This is an optimization exercise on Yosys and OpenROAD, whose aim is small area, not a production implementation.
Only simulation tests tie the RTL to the original design; equivalence was not proved.

alpha:
==> flow/design.v <==
module distance_meter
(
    input  wire       sys_clk,
    input  wire       sys_rst_n,
    input  wire       echo,
    output reg        trig,
    output wire [3:0] nixie_cs,
    output wire [7:0] nixie_seg,
    output reg        led_out,
    output reg        beep_out
);
function [15:0] inc(input [15:0] x);
    integer i;
    reg     cy;
    begin
        cy = 1'b1;
        for (i = 0; i < 16; i = i + 1) begin
            inc[i] = x[i] ^ cy;
            cy     = cy & x[i];
        end
    end
endfunction
reg e1, e2, ff1, ff2;
wire rise = e1 & ~e2;
wire fall = e2 & ~e1;
always @(posedge sys_clk or negedge sys_rst_n)
    if (!sys_rst_n) begin
        e1 <= 1'b0; e2 <= 1'b0; ff1 <= 1'b0; ff2 <= 1'b0;
    end else begin
        e1 <= echo; e2 <= e1; ff1 <= fall; ff2 <= ff1;
    end
reg  [3:0]  ph;
reg         act;              
reg         clr;              
wire ph0  = ~|ph[2:0];                    
wire ph12 = ph[3] & ~ph[2] & ~ph[0];      
localparam [8:0] J0 = 9'd46, J1 = 9'd93;
reg [12:0] dr;                
reg [8:0]  j;
reg [4:0]  s;
reg        pend, dcy;         
reg        dz;                
reg        eqa, is7130;       
wire s_lo = ~|s[4:1];                                    
wire jt   = s_lo ? ((j & 9'b010110111) == 9'b010010101)    
                 : ((j & 9'b101011011) == 9'b001001010);   
wire wrap = is7130 & ((j & 9'b100001011) == 9'b100001011);
wire hi   = e1 & e2;
always @(posedge sys_clk)
    if (rise) begin
        j <= J1; s <= 5'd0;
    end else if (hi) begin
        if (wrap) begin
            j <= J0; s <= 5'd0;
        end else if (jt) begin
            j <= J0;
            s <= s_lo ? s + 5'd15 : s - 5'd2;
        end else
            j <= {j[7:0], ~(j[8] ^ j[4])};
    end
wire cin  = ph0 ? pend : dcy;
wire dbit = (dr[0] & ~dz) ^ cin;         
wire k7130 = ~((ph == 4'd0) | (ph == 4'd3) | (ph == 4'd13) | (ph == 4'd2));
wire eqn  = (ph0 | eqa) & (dbit | ~k7130);
always @(posedge sys_clk) begin
    dr   <= {dbit & clr & ~act, dr[12:1]};
    dcy  <= cin & dr[0] & ~dz;
    pend <= (hi & jt & ~wrap) | (pend & ~ph0);
    dz   <= (hi & wrap) | (dz & ~(ph0 & pend));
    eqa  <= eqn;
    if (ph12) is7130 <= eqn;
end
reg [4:0] c;                  
reg       nw, conv;
always @(posedge sys_clk or negedge sys_rst_n)
    if (!sys_rst_n) c <= 5'd0;
    else            c <= (c == 5'd29) ? 5'd0 : inc(c);
reg  [12:0] r0, r1, r2, r3, r4, r5, r6;
reg  [9:0]  acc;              
reg  [2:0]  cy;               
wire [12:0] nxt = {cy, acc};  
function [1:0] fa(input a, input b, input ci);   
    fa = {(a & b) | (a & ci) | (b & ci), a ^ b ^ ci};
endfunction
wire [2:0] cyi = (act && !ph0) ? cy : 3'd0;
wire [1:0] f1 = fa(r0[0], r1[0], r2[0]);
wire [1:0] f2 = fa(r3[0], r4[0], r5[0]);
wire [1:0] f3 = fa(r6[0], dbit, cyi[0]);
wire [1:0] f4 = fa(f1[0], f2[0], f3[0]);
wire [1:0] f5 = fa(f1[1], f2[1], f3[1]);
wire [1:0] f6 = fa(f5[0], f4[1], cyi[1]);
wire [1:0] f7 = fa(f5[1], f6[1], cyi[2]);
wire [3:0] tot = {f7[1], f7[0], f6[0], f4[0]};
wire start = conv & ph12 & (c >= 5'd2) & (c <= 5'd14);
always @(posedge sys_clk or negedge sys_rst_n)
    if (!sys_rst_n) begin
        ph <= 4'd0; act <= 1'b0;
    end else begin
        ph  <= {ph[2], ph[1] & ~ph12, ph[0], ~(ph[3] ^ ph[2])};
        if (ph12) act <= start;
    end
always @(posedge sys_clk or negedge sys_rst_n)
    if (!sys_rst_n)       clr <= 1'b0;
    else if (c == 5'd29)  clr <= 1'b1;
always @(posedge sys_clk)
    if (act) begin
        r0 <= {dbit,  r0[12:1]};
        r1 <= {r0[0], r1[12:1]};
        r2 <= {r1[0], r2[12:1]};
        r3 <= {r2[0], r3[12:1]};
        r4 <= {r3[0], r4[12:1]};
        r5 <= {r4[0], r5[12:1]};
        r6 <= {r5[0], r6[12:1]};
    end else begin
        r0 <= {r0[0] & clr, r0[12:1]};
        r1 <= {r1[0] & clr, r1[12:1]};
        r2 <= {r2[0] & clr, r2[12:1]};
        r3 <= {r3[0] & clr, r3[12:1]};
        r4 <= {r4[0] & clr, r4[12:1]};
        r5 <= {r5[0] & clr, r5[12:1]};
        r6 <= {r6[0] & clr, r6[12:1]};
    end
always @(posedge sys_clk or negedge sys_rst_n)
    if (!sys_rst_n) begin
        acc <= 10'd0; cy <= 3'd0;
    end else if (act) begin
        acc <= {tot[0], acc[9:1]};
        cy  <= tot[3:1];
    end
reg gt200, gt50;
always @(posedge sys_clk or negedge sys_rst_n)
    if (!sys_rst_n) begin
        gt200 <= 1'b0; gt50 <= 1'b0;
    end else if (ff2) begin
        gt200 <= nxt > 13'd200;
        gt50  <= nxt > 13'd50;
    end
reg  [14:0] w;                
reg  [14:0] bcd;
function [3:0] add3(input [3:0] x);
    add3 = {x[3] | (x[2] & x[0]) | (x[2] & x[1]),
            (x[2] & ~x[1] & ~x[0]) | (x[3] & x[0]),
            (x[1] & ~x[2]) | (x[1] & x[0]) | (x[3] & ~x[0]),
            (~x[3] & ~x[2] & x[0]) | (x[2] & x[1] & ~x[0]) | (x[3] & ~x[0])};
endfunction
wire [14:0] wa = {w[14:12], add3(w[11:8]), add3(w[7:4]), add3(w[3:0])};
wire [3:0]  bi = ~c[3:0];     
wire        nb = nxt[bi];
always @(posedge sys_clk or negedge sys_rst_n)
    if (!sys_rst_n) begin
        nw <= 1'b0; conv <= 1'b0;
    end else begin
        if (ff2) nw <= 1'b1;
        else if (c == 5'd1) nw <= 1'b0;
        if (c == 5'd1) conv <= nw;
        else if (c == 5'd29) conv <= 1'b0;
    end
always @(posedge sys_clk)
    if (!conv) begin
        if (c == 5'd2)
            w <= 15'd0;
        else if (c >= 5'd3 && c <= 5'd15)
            w <= {wa[13:0], nb};
    end
always @(posedge sys_clk)
    if (c == 5'd29 && (conv || !clr)) bcd <= w;
reg [14:0] tb;
reg        tt;
reg [6:0]  tc;
wire bt  = (tb & 15'b110111111101111) == 15'b100010010100000;   
wire b0  = (tb & 15'b111101111111111) == 15'b000100101100000;   
wire b500 = (tb & 15'b000000110001111) == 15'b000000110001011;  
wire ct  = (tc & 7'b0111011) == 7'b0110010;    
wire c0  = (tc & 7'b0111110) == 7'b0100100;    
wire tick = bt & tt;                     
always @(posedge sys_clk or negedge sys_rst_n)
    if (!sys_rst_n) begin
        tb <= 15'b000100101100000; tt <= 1'b0; tc <= 7'b1100101; trig <= 1'b0;
    end else begin
        tb <= {tb[13:5], tb[4] | bt, tb[3:0], ~(tb[14] ^ tb[13])};
        if (bt) tt <= ~tt;
        if (tick) tc <= {tc[5:3], tc[2] & ~ct, tc[1:0], ~(tc[6] ^ tc[5])};
        trig <= (b0 & ~tt & c0) | (trig & ~b500);
    end
always @(posedge sys_clk or negedge sys_rst_n)
    if (!sys_rst_n) begin
        led_out <= 1'b0; beep_out <= 1'b0;
    end else if (!gt200) begin
        led_out <= 1'b1;
        if (!gt50) beep_out <= tt;
    end else begin
        led_out <= 1'b0; beep_out <= 1'b0;
    end
reg [3:0] cs;                 
always @(posedge sys_clk or negedge sys_rst_n)
    if (!sys_rst_n)  cs <= 4'b0000;
    else if (tick)   cs <= {cs[2:0], cs[3] | ~|cs};
assign nixie_cs = cs;
wire on = |cs;                
wire [3:0] D = ({4{cs[0]}} & bcd[3:0]) | ({4{cs[1]}} & bcd[7:4])
             | ({4{cs[2]}} & bcd[11:8]) | ({4{cs[3]}} & {1'b0, bcd[14:12]});
assign nixie_seg[0] = D[3] | D[1] | ~(D[2] ^ D[0]);
assign nixie_seg[1] = ~D[2] | ~(D[1] ^ D[0]);
assign nixie_seg[2] = D[2] | ~D[1] | D[0];
assign nixie_seg[3] = D[3] | (~D[2] & ~D[0]) | (D[1] & ~D[0]) | (~D[2] & D[1])
                    | (D[2] & ~D[1] & D[0]);
assign nixie_seg[4] = (~D[2] & ~D[0]) | (D[1] & ~D[0]);
assign nixie_seg[5] = D[3] | (~D[1] & ~D[0]) | (D[2] & ~D[1]) | (D[2] & ~D[0]);
assign nixie_seg[6] = D[3] | (D[2] ^ D[1]) | (D[1] & ~D[0]);
assign nixie_seg[7] = 1'b0;
endmodule
==> flow/config.mk <==
export PLATFORM = sky130hd
export DESIGN_NAME = distance_meter
export DESIGN_NICKNAME = distance_meter
export VERILOG_FILES = /design/flow/design.v
export SDC_FILE = /design/flow/constraint.sdc
export NUM_CORES = 4
export LEC_CHECK = 0
export CAP_MARGIN = 20
export CORE_MARGIN = 2
export CORE_UTILIZATION = 50
export SLEW_MARGIN = 20
==> flow/constraint.sdc <==
create_clock -name core_clock -period 20.0 [get_ports {sys_clk}]
set_input_delay 4.0000 -clock core_clock [delete_from_list [all_inputs] [get_ports {sys_clk}]]
set_output_delay 4.0000 -clock core_clock [all_outputs]
set_load 0.01 [all_outputs]
standard.sh (not shown) runs the stock make flow with config.mk's settings and CLKGATE_MAP_FILE= SYNTH_SCRIPT=/design/flow/synth_recipe.tcl, a recipe that flattens the netlist after the stock synthesis.
==> flow/flow/run.sh <==
#!/bin/bash
# The standard layout (standard.sh), with three changes:
# - the half-adder cell is kept out (added to the platform's don't-use list),
#   so synthesis maps only full adders to cells and ABC maps the rest as
#   plain gates; the registers are the same as the standard synthesis's;
# - the clock tree uses clkbuf_8 and larger sink clusters, with no dummy loads;
# - the ports are buffered with the smallest buffer.
set -euo pipefail
export CTS_ARGS="-sink_clustering_enable -repair_clock_nets -dont_use_dummy_load -buf_list sky130_fd_sc_hd__clkbuf_8 -sink_clustering_size 20 -sink_clustering_max_diameter 80"
export BUFFER_PORTS_ARGS="-buffer_cell sky130_fd_sc_hd__buf_1"
DONT_USE="sky130_fd_sc_hd__probe_p_8 sky130_fd_sc_hd__probec_p_8 sky130_fd_sc_hd__lpflow_bleeder_1 sky130_fd_sc_hd__lpflow_clkbufkapwr_1 sky130_fd_sc_hd__lpflow_clkbufkapwr_16 sky130_fd_sc_hd__lpflow_clkbufkapwr_2 sky130_fd_sc_hd__lpflow_clkbufkapwr_4 sky130_fd_sc_hd__lpflow_clkbufkapwr_8 sky130_fd_sc_hd__lpflow_clkinvkapwr_1 sky130_fd_sc_hd__lpflow_clkinvkapwr_16 sky130_fd_sc_hd__lpflow_clkinvkapwr_2 sky130_fd_sc_hd__lpflow_clkinvkapwr_4 sky130_fd_sc_hd__lpflow_clkinvkapwr_8 sky130_fd_sc_hd__lpflow_decapkapwr_12 sky130_fd_sc_hd__lpflow_decapkapwr_3 sky130_fd_sc_hd__lpflow_decapkapwr_4 sky130_fd_sc_hd__lpflow_decapkapwr_6 sky130_fd_sc_hd__lpflow_decapkapwr_8 sky130_fd_sc_hd__lpflow_inputiso0n_1 sky130_fd_sc_hd__lpflow_inputiso0p_1 sky130_fd_sc_hd__lpflow_inputiso1n_1 sky130_fd_sc_hd__lpflow_inputiso1p_1 sky130_fd_sc_hd__lpflow_inputisolatch_1 sky130_fd_sc_hd__lpflow_isobufsrc_1 sky130_fd_sc_hd__lpflow_isobufsrc_16 sky130_fd_sc_hd__lpflow_isobufsrc_2 sky130_fd_sc_hd__lpflow_isobufsrc_4 sky130_fd_sc_hd__lpflow_isobufsrc_8 sky130_fd_sc_hd__lpflow_isobufsrckapwr_16 sky130_fd_sc_hd__lpflow_lsbuf_lh_hl_isowell_tap_1 sky130_fd_sc_hd__lpflow_lsbuf_lh_hl_isowell_tap_2 sky130_fd_sc_hd__lpflow_lsbuf_lh_hl_isowell_tap_4 sky130_fd_sc_hd__lpflow_lsbuf_lh_isowell_4 sky130_fd_sc_hd__lpflow_lsbuf_lh_isowell_tap_1 sky130_fd_sc_hd__lpflow_lsbuf_lh_isowell_tap_2 sky130_fd_sc_hd__lpflow_lsbuf_lh_isowell_tap_4  sky130_fd_sc_hd__ha_1"
bash standard.sh "DONT_USE_CELLS=$DONT_USE" finish > standard.log 2>&1
> inputs changed (alpha -> beta)
--- a/flow/design.v
+++ b/flow/design.v
@@ -167,41 +167,52 @@
 reg [14:0] tb;
 reg        tt;
 reg [6:0]  tc;
 wire bt  = (tb & 15'b110111111101111) == 15'b100010010100000;   
 wire b0  = (tb & 15'b111101111111111) == 15'b000100101100000;   
 wire b500 = (tb & 15'b000000110001111) == 15'b000000110001011;  
-wire ct  = (tc & 7'b0111011) == 7'b0110010;    
-wire c0  = (tc & 7'b0111110) == 7'b0100100;    
+wire ct  = tc[6] & tc[5] & tc[1] & tc[0]; 
 wire tick = bt & tt;                     
 always @(posedge sys_clk or negedge sys_rst_n)
     if (!sys_rst_n) begin
-        tb <= 15'b000100101100000; tt <= 1'b0; tc <= 7'b1100101; trig <= 1'b0;
+        tb <= 15'b000100101100000; tt <= 1'b0; tc <= 7'd0; trig <= 1'b0;
     end else begin
         tb <= {tb[13:5], tb[4] | bt, tb[3:0], ~(tb[14] ^ tb[13])};
         if (bt) tt <= ~tt;
-        if (tick) tc <= {tc[5:3], tc[2] & ~ct, tc[1:0], ~(tc[6] ^ tc[5])};
-        trig <= (b0 & ~tt & c0) | (trig & ~b500);
+        if (tick) tc <= ct ? 7'd0 : inc(tc);
+        trig <= (b0 & ~tt & ~|tc) | (trig & ~b500);
     end
 always @(posedge sys_clk or negedge sys_rst_n)
     if (!sys_rst_n) begin
         led_out <= 1'b0; beep_out <= 1'b0;
     end else if (!gt200) begin
         led_out <= 1'b1;
         if (!gt50) beep_out <= tt;
     end else begin
         led_out <= 1'b0; beep_out <= 1'b0;
     end
-reg [3:0] cs;                 
-always @(posedge sys_clk or negedge sys_rst_n)
-    if (!sys_rst_n)  cs <= 4'b0000;
-    else if (tick)   cs <= {cs[2:0], cs[3] | ~|cs};
-assign nixie_cs = cs;
-wire on = |cs;                
-wire [3:0] D = ({4{cs[0]}} & bcd[3:0]) | ({4{cs[1]}} & bcd[7:4])
-             | ({4{cs[2]}} & bcd[11:8]) | ({4{cs[3]}} & {1'b0, bcd[14:12]});
+reg       on;
+reg [1:0] pos;
+always @(posedge sys_clk or negedge sys_rst_n)
+    if (!sys_rst_n) begin
+        on <= 1'b0; pos <= 2'd0;
+    end else if (tick) begin
+        on <= 1'b1;
+        if (on) pos <= pos + 2'd1;
+    end
+assign nixie_cs = {on & (pos == 2'd3), on & (pos == 2'd2),
+                   on & (pos == 2'd1), on & (pos == 2'd0)};
+reg [3:0] dg;
+always @(*)
+    case (pos)
+        2'd0: dg = bcd[3:0];
+        2'd1: dg = bcd[7:4];
+        2'd2: dg = bcd[11:8];
+        default: dg = {1'b0, bcd[14:12]};
+    endcase
+wire [3:0] D = on ? dg : 4'd0;
 assign nixie_seg[0] = D[3] | D[1] | ~(D[2] ^ D[0]);
 assign nixie_seg[1] = ~D[2] | ~(D[1] ^ D[0]);
 assign nixie_seg[2] = D[2] | ~D[1] | D[0];
 assign nixie_seg[3] = D[3] | (~D[2] & ~D[0]) | (D[1] & ~D[0]) | (~D[2] & D[1])
                     | (D[2] & ~D[1] & D[0]);
 assign nixie_seg[4] = (~D[2] & ~D[0]) | (D[1] & ~D[0]);
Notes after the runs:
- alpha and beta ended up with nearly the same clock insertion delay at the later pin of the skew report.
- beta against alpha: initial detailed-routing violation count now smaller; delay of the slowest cell on the worst path now larger; maximum VDD drop now smaller; global-route usage now larger.
- Measured against each other, alpha and beta differ in total via count after detailed routing, the higher figure coming from beta.

separate check: timing with driven ports:
The results above use ideal ports. As a check the final layouts listed here were re-extracted and re-timed, cells and wires unchanged. Step 1 sets driving cells, clkbuf_16 on the clock port and buf_2 on the other inputs (assumed; they add their load-dependent delay and slew). Step 2 also shifts input and output timing later by t, the mid clock arrival at the registers, as if the neighbouring blocks saw the same clock. Slacks: ideal ports / drivers / drivers and shift; pairs: ideal ports / drivers.
| run | shift t [ns] | setup slack, ns | worst setup path after step 2 | slew at the worst register clock pin (ns) |
|---|---|---|---|---|
| alpha | 0.498 | 13.993 / 13.959 / 14.457 | register to output | 0.12 / 0.12 |
| beta | 0.510 | 13.632 / 13.599 / 14.109 | register to output | 0.12 / 0.12 |
After both steps setup and hold are still met in every run listed.
